What follows belongs to an exercise in optimizing a design on an open flow for small area, a short achievable clock period and few clock cycles; a production flow would make more cautious choices.
Function was checked by simulation only, so behaviour that the tests miss may differ from the original.

[run.sh]
#!/bin/bash
# synth_recipe.tcl (not shown) runs the flow's synth.tcl, then flattens the netlist and writes it again
# the make line also repeats each setting of config.mk as NAME=value (left out here)
make -C /OpenROAD-flow-scripts/flow DESIGN_CONFIG=/design/flow/config.mk WORK_HOME=/design/flow/orfs CLKGATE_MAP_FILE= SYNTH_SCRIPT=/design/flow/synth_recipe.tcl finish
[config.mk]
export PLATFORM = sky130hd
export DESIGN_NAME = fft8_top
export DESIGN_NICKNAME = fft8_top
export VERILOG_FILES = /design/flow/design.v
export SDC_FILE = /design/flow/constraint.sdc
export NUM_CORES = 4
export LEC_CHECK = 0
export CAP_MARGIN = 20
export CORE_MARGIN = 2
export CORE_UTILIZATION = 40
export SLEW_MARGIN = 20
[constraint.sdc]
create_clock -name core_clock -period 15.0 [get_ports {clk}]
set_input_delay 3.0000 -clock core_clock [delete_from_list [all_inputs] [get_ports {clk}]]
set_output_delay 3.0000 -clock core_clock [all_outputs]
set_load 0.01 [all_outputs]
[design.v]
module fft8_ctrl #(
    parameter N        = 8,
    parameter WIDTH    = 12,
    parameter FRACTION = 8
)(
    input  wire clk,
    input  wire rst,
    input  wire start,
    output reg  done,
    output reg  [$clog2(N)-1:0] raddr1,
    output reg  [$clog2(N)-1:0] raddr2,
    output reg                  we1,
    output reg  [$clog2(N)-1:0] waddr1,
    output reg                  we2,
    output reg  [$clog2(N)-1:0] waddr2,
    output reg  [1:0]           tw_addr
);
    localparam IDLE  = 2'd0;
    localparam STAGE = 2'd1;
    localparam DONE  = 2'd2;
    reg [1:0] state;
    reg [1:0] stage;          
    reg [2:0] butterfly_idx;  
    always @(posedge clk or posedge rst) begin
        if (rst) begin
            state <= IDLE;
            stage <= 0;
            butterfly_idx <= 0;
            done <= 0;
        end else begin
            case (state)
                IDLE: begin
                    done <= 0;
                    if (start) begin
                        stage <= 0;
                        butterfly_idx <= 0;
                        state <= STAGE;
                    end
                end
                STAGE: begin
                    if (butterfly_idx == 3 ) begin      
                        butterfly_idx <= 0;
                        if (stage == 2) begin
                            state <= DONE;
                        end else begin
                            stage <= stage + 1;
                        end
                    end else begin
                        butterfly_idx <= butterfly_idx + 1;
                    end
                end
                DONE: begin
                    done <= 1;
                    state <= IDLE;
                end
            endcase
        end
    end
    always @(*) begin
        raddr1 = 0;
        raddr2 = 0;
        waddr1 = 0;
        waddr2 = 0;
        we1    = 0;
        we2    = 0;
        tw_addr = 0;
        if (state == STAGE) begin
            case (stage)
                2'd0: begin
                    raddr1  = {butterfly_idx[1:0], 1'b0};
                    raddr2  = {butterfly_idx[1:0], 1'b1};
                    tw_addr = 2'd0;
                end
                2'd1: begin
                    raddr1  = {butterfly_idx[1], 1'b0, butterfly_idx[0]};
                    raddr2  = {butterfly_idx[1], 1'b1, butterfly_idx[0]};
                    tw_addr = {butterfly_idx[0], 1'b0};
                end
                default: begin
                    raddr1  = {1'b0, butterfly_idx[1:0]};
                    raddr2  = {1'b1, butterfly_idx[1:0]};
                    tw_addr = butterfly_idx[1:0];
                end
            endcase
            waddr1 = raddr1;
            waddr2 = raddr2;
            we1 = 1;
            we2 = 1;
        end
    end
endmodule
module twiddle_rom #(
    parameter WIDTH    = 12,
    parameter FRACTION = 8
)(
    input  wire [1:0] addr,                   
    output reg  signed [WIDTH-1:0] w_re,      
    output reg  signed [WIDTH-1:0] w_im       
);
    always @(*) begin
        case (addr)
            2'd0: begin
                w_re = 12'sd256;    
                w_im = 12'sd0;      
            end
            2'd1: begin
                w_re = 12'sd181;    
                w_im = -12'sd181;   
            end
            2'd2: begin
                w_re = 12'sd0;      
                w_im = -12'sd256;   
            end
            2'd3: begin
                w_re = -12'sd181;   
                w_im = -12'sd181;   
            end
            default: begin
                w_re = 12'sd0;
                w_im = 12'sd0;
            end
        endcase
    end
endmodule
module regfile_fft #(
    parameter N        = 8,    
    parameter WIDTH    = 12,   
    parameter FRACTION = 8     
)(
    input  wire clk,
    input  wire rst,
    input  wire load,
    input  wire [$clog2(N)-1:0] load_addr,
    input  wire signed [WIDTH-1:0] load_re,
    input  wire signed [WIDTH-1:0] load_im,
    input  wire [$clog2(N)-1:0] raddr1,
    input  wire [$clog2(N)-1:0] raddr2,
    output reg  signed [WIDTH-1:0] rdata1_re,
    output reg  signed [WIDTH-1:0] rdata1_im,
    output reg  signed [WIDTH-1:0] rdata2_re,
    output reg  signed [WIDTH-1:0] rdata2_im,
    input  wire we1,
    input  wire [$clog2(N)-1:0] waddr1,
    input  wire signed [WIDTH-1:0] wdata1_re,
    input  wire signed [WIDTH-1:0] wdata1_im,
    input  wire we2,
    input  wire [$clog2(N)-1:0] waddr2,
    input  wire signed [WIDTH-1:0] wdata2_re,
    input  wire signed [WIDTH-1:0] wdata2_im,
    input  wire [$clog2(N)-1:0] out_addr,
    output reg  signed [WIDTH-1:0] out_data_re,
    output reg  signed [WIDTH-1:0] out_data_im
);
    reg signed [WIDTH-1:0] mem_re [0:N-1];
    reg signed [WIDTH-1:0] mem_im [0:N-1];
    integer i;
    always @(posedge clk or posedge rst) begin
        if (rst) begin
            for (i = 0; i < N; i = i + 1) begin
                mem_re[i] <= 0;
                mem_im[i] <= 0;
            end
        end else begin
            if (load) begin
                mem_re[load_addr] <= load_re;
                mem_im[load_addr] <= load_im;
            end else begin
                if (we1) begin
                    mem_re[waddr1] <= wdata1_re;
                    mem_im[waddr1] <= wdata1_im;
                end
                if (we2) begin
                    mem_re[waddr2] <= wdata2_re;
                    mem_im[waddr2] <= wdata2_im;
                end
            end
        end
    end
    always @(*) begin
        rdata1_re = mem_re[raddr1];
        rdata1_im = mem_im[raddr1];
        rdata2_re = mem_re[raddr2];
        rdata2_im = mem_im[raddr2];
        out_data_re = mem_re[out_addr];
        out_data_im = mem_im[out_addr];
    end
endmodule
module butterfly #(
    parameter WIDTH    = 12,  
    parameter FRACTION = 8    
)(
    input  signed [WIDTH-1:0] u_re,
    input  signed [WIDTH-1:0] u_im,
    input  signed [WIDTH-1:0] v_re,
    input  signed [WIDTH-1:0] v_im,
    input  signed [WIDTH-1:0] w_re,
    input  signed [WIDTH-1:0] w_im,
    output signed [WIDTH-1:0] out1_re,
    output signed [WIDTH-1:0] out1_im,
    output signed [WIDTH-1:0] out2_re,
    output signed [WIDTH-1:0] out2_im
);
    wire signed [2*WIDTH-1:0] mult_re = (v_re * w_re) - (v_im * w_im);
    wire signed [2*WIDTH-1:0] mult_im = (v_re * w_im) + (v_im * w_re);
    wire signed [WIDTH-1:0] t_re = mult_re >>> FRACTION;   
    wire signed [WIDTH-1:0] t_im = mult_im >>> FRACTION;
    assign out1_re = u_re + t_re;
    assign out1_im = u_im + t_im;
    assign out2_re = u_re - t_re;
    assign out2_im = u_im - t_im;
endmodule
module fft8_top #(
parameter N= 8,
parameter WIDTH= 12,
parameter FRACTION = 8
)(
input  wire clk,
input  wire rst,
input  wire start,
input  wire load,
input  wire [$clog2(N)-1:0] load_addr,
input  wire signed [WIDTH-1:0] data_in_re,
input  wire signed [WIDTH-1:0] data_in_im,
input  wire [$clog2(N)-1:0] out_addr,
output wire done,
output wire signed [WIDTH-1:0] data_out_re,
output wire signed [WIDTH-1:0] data_out_im
);
wire [$clog2(N)-1:0] raddr1, raddr2, waddr1, waddr2;
wire we1, we2;
wire signed [WIDTH-1:0] u_re, u_im, v_re, v_im;
wire signed [WIDTH-1:0] out1_re, out1_im, out2_re, out2_im;
wire [1:0] tw_addr;
wire signed [WIDTH-1:0] tw_re, tw_im;
fft8_ctrl #(.N(N)) ctrl (
.clk(clk), .rst(rst), .start(start), .done(done),
.raddr1(raddr1), .raddr2(raddr2),
.we1(we1), .waddr1(waddr1),
.we2(we2), .waddr2(waddr2),
.tw_addr(tw_addr)
);
twiddle_rom #(.WIDTH(WIDTH), .FRACTION(FRACTION)) rom (
.addr(tw_addr),
.w_re(tw_re),
.w_im(tw_im)
);
regfile_fft #(.N(N), .WIDTH(WIDTH), .FRACTION(FRACTION)) regs (
.clk(clk), .rst(rst),
.load(load), .load_addr(load_addr),
.load_re(data_in_re), .load_im(data_in_im),
.raddr1(raddr1), .raddr2(raddr2),
.rdata1_re(u_re), .rdata1_im(u_im),
.rdata2_re(v_re), .rdata2_im(v_im),
.we1(we1), .waddr1(waddr1),
.wdata1_re(out1_re), .wdata1_im(out1_im),
.we2(we2), .waddr2(waddr2),
.wdata2_re(out2_re), .wdata2_im(out2_im),
.out_addr(out_addr),
.out_data_re(data_out_re),
.out_data_im(data_out_im)
);
butterfly #(.WIDTH(WIDTH), .FRACTION(FRACTION)) bfly (
.u_re(u_re), .u_im(u_im),
.v_re(v_re), .v_im(v_im),
.w_re(tw_re), .w_im(tw_im),
.out1_re(out1_re), .out1_im(out1_im),
.out2_re(out2_re), .out2_im(out2_im)
);
endmodule
==> summary.txt <==
cell usage in the layout (no fill, tap or decap), drive strengths merged, types with 54 or more instances in the layout:
cell type      count
inv              673
fa               396
nor2             311
ha               292
nand2            248
dfrtp            200
a21oi            171
o21ai            144
buf               91
xnor2             87
nand3             55
a222oi            55
clkdlybuf4s50     54
worst max-delay path by stage:
stage	to	start	slack [ps]	cells past startpoint
2_1_floorplan	regs.mem_im[4][11]	ctrl.stage[1]	4560	44
3_3_place_gp	regs.mem_im[4][11]	ctrl.stage[1]	2270	42
3_5_place_dp	regs.mem_im[4][11]	ctrl.stage[1]	2110	42
4_1_cts	regs.mem_im[4][11]	ctrl.stage[1]	2010	42
5_1_grt	regs.mem_im[4][9]	ctrl.stage[1]	1140	41
6_report	regs.mem_im[4][11]	ctrl.stage[1]	1700	42
registers in the layout, indices dropped and copies added, names as in the netlist:
name and count:
ctrl.stage 2, regs.mem_im 96, ctrl.done 1, ctrl.state 2, ctrl.butterfly_idx 3, regs.mem_re 96
final cells by class:
| class | instances | share of cell area |
|---|---|---|
| Multi-Input combinational cell | 2604 | 0.6943 |
| Tap cell | 1060 | 0.03813 |
| Clock inverter | 13 | 0.003238 |
| Sequential cell | 200 | 0.1439 |
| Timing Repair Buffer | 146 | 0.03569 |
| Antenna cell | 1 | 0.00007195 |
| Clock buffer | 19 | 0.01245 |
| Inverter | 667 | 0.07220 |
worst reg2reg max path: cells and delay by family (launching register included):
kind | cells | cell delay, ps
AOI/OAI and AO/OA | 16 | 4280
buffers and inverters | 7 | 1040
DFF | 1 | 750
adders and majority gates | 10 | 4020
and+or+nand+nor | 6 | 1860
xor gates and xnor gates | 3 | 1270
metal layers:
layer,share of wire,wire length [um]
met3,0.12,14950
met2,0.43,55990
met1,0.38,49610
met5,0.00026,34
met4,0.065,8426
per-stage QoR:
stage / utilization / hold WS, ps / instances
after floorplan: - / 452.0 / 3670
after global placement: 0.4258 / 464.9 / 4675
after detailed placement: 0.4258 / 471.4 / 4675
after CTS: 0.4326 / 489.3 / 4707
after global routing: 0.4332 / 509.0 / 4709
final: 0.4332 / 485.1 / 4710
cell families (layout without fill, tap and decap cells):
group,after synthesis,in the layout,synth area share
AOI/OAI and AO/OA,902,902,0.1987
xor gates and xnor gates,122,122,0.03773
adders and majority gates,689,689,0.3582
buffers and inverters,866,845,0.1019
DFF,200,200,0.1546
muxes,92,92,0.03711
other,0,1,0
and+or+nand+nor,799,799,0.1117
==> impl_metrics.env <==
export IMPL_antenna_found_initial=4
export IMPL_dp_slack_ps=2112
export IMPL_cts_tree="done"
export IMPL_hold_buffers=0
export IMPL_period_minus_slack_ps=13300
export IMPL_whs_path_depth=1
export IMPL_synth_common_cells="inv_1 (667), fa_1 (396), nor2_1 (311), ha_1 (292), nand2_1 (248)"
export IMPL_clk_latency_ps=490
export IMPL_crit_fanout=23
export IMPL_num_io_pins=59
export IMPL_grt_usage=0.3122
export IMPL_synth_flop_cell="dfrtp_1"
export IMPL_rr_worst_depth=42
export IMPL_worstPathRequired_ps=15390
export IMPL_worstPathArrival_ps=13690
export IMPL_tns_ps=0
export IMPL_status="finished clean"
export IMPL_worst_pin_slew_ps=1248
export IMPL_finalMaxSlewViolations=0
export IMPL_synth_fp_nets=4392
export IMPL_async_reset_ff_frac=1.000
export IMPL_final_setup_viol_count=0
export IMPL_drc=0
export IMPL_postCtsSetupRepairBufs=0
export IMPL_root_buffer="clkbuf_16"
export IMPL_synthCells=3670
export IMPL_rr_startpoint="ctrl.stage[1]"
export IMPL_drt_total_wl_um=129000
export IMPL_port_buffers=58
export IMPL_rr_endpoint="regs.mem_im[4][11]"
export IMPL_met1_usage=0.4005
export IMPL_finalHoldViolCount=0
export IMPL_max_freq_mhz=75.21
export IMPL_start_util=0.4031
export IMPL_synth_edf_count=0
export IMPL_nets=4358
export IMPL_n_fill_cell=7960
export IMPL_slew_headroom=0.1662
export IMPL_fin_ws_ps=1705
export IMPL_cts_buffers=17
export IMPL_drive_gt1_frac=0.06659
export IMPL_seq_area_mm2=0.005005
export IMPL_yosysUniqueCellTypes=88
export IMPL_hp_start="ctrl.done"
export IMPL_cts_resized_gates=0
export IMPL_r2r_slack_ps=1700
export IMPL_drtAntennaViolNets=0
export IMPL_die_h_um=288.5
export IMPL_end_kind="flop"
export IMPL_htreeDepth=4
export IMPL_dr_first_iter_drc_count=4250
export IMPL_ys_warnings_count=5
export IMPL_hp_class="reg2reg"
export IMPL_detail_route_wl_per_cell_um=27.39
export IMPL_rsz0062_at_grt="false"
export IMPL_yosysTopAreaCell="fa_1"
export IMPL_yosys_top_cells_area="fa_1 (24%), dfrtp_1 (15%), ha_1 (11%)"
export IMPL_met3_usage=0.08373
export IMPL_grt_busiest_layer="met2"
export IMPL_skew_ps=18.57
export IMPL_grt_max_degree=81
export IMPL_drv_cap=0
export IMPL_critPathKind="reg2reg"
export IMPL_cp_start_kind="flop"
export IMPL_critPathBufInv=7
export IMPL_synth_most_common_cell="inv_1"
export IMPL_crit_family="compound AO/OA/AOI/OAI gates"
export IMPL_syn_avg_cell_area_um2=8.819
export IMPL_grt_pass1_wl_um=191800
export IMPL_synth_area_mm2=0.03236
export IMPL_critPathSlowestCell="a2111oi_0"
export IMPL_final_area_mm2=0.03478
export IMPL_rows=104
export IMPL_cpPeakStageDelay_ps=880
export IMPL_overflow=0
export IMPL_postPlaceCellArea_mm2=0.03419
export IMPL_crit_top_cell="inv_1"
export IMPL_seq_area_frac_synth=0.1546
export IMPL_die_w_um=288.5
export IMPL_dr_pass1_iters=10
export IMPL_groute_layer_met2_usage=0.4792
export IMPL_routed_via_count=29140
export IMPL_hpwl_um=92600
export IMPL_numClockSinks=200
export IMPL_via_per_inst=6.187
export IMPL_synth_top_area_frac=0.2449
export IMPL_post_route_period_util=0.8864
export IMPL_holdPathEnd="ctrl.done"
export IMPL_ys_ff_latch=200
export IMPL_core_mm2=0.08029
export IMPL_die_area_mm2=0.08320
export IMPL_cts_buffer_depth=2
export IMPL_multi_input_area_mm2=0.02415
export IMPL_area_delta_synth_final_pct=7.461
export IMPL_clkTransAtPathRegs_ps=80
export IMPL_grt_pass1_vias=29280
export IMPL_gp_congestion=0.9976
Testbench counts, summed over its fixed seeds: cycles 9,600.

separate check: timing with driven ports:
How much do the figures lean on ideal ports? The routed layout below was timed once more, with nothing changed but the port constraints.
Step 1 sets driving cells, clkbuf_16 on the clock port and buf_2 on the other inputs (assumed; they add their load-dependent delay and slew).
Step 2 adds t to the input delays and takes it off the output delays; t is the mean of the earliest and latest rising clock arrival at the registers after step 1. Input paths then give back, and output paths get back, about the clock's delay inside the block.
Slacks: ideal ports / drivers / drivers and shift; pairs: ideal ports / drivers.
t, ns: 0.538
slack for setup (ns): 1.705 / 1.705 / 1.705
pins driven straight from the clock port: 1
After both steps setup and hold are still met in this run. The setup slack of this run moves by 0.000 ns with the drivers and by 0.000 ns with both steps.
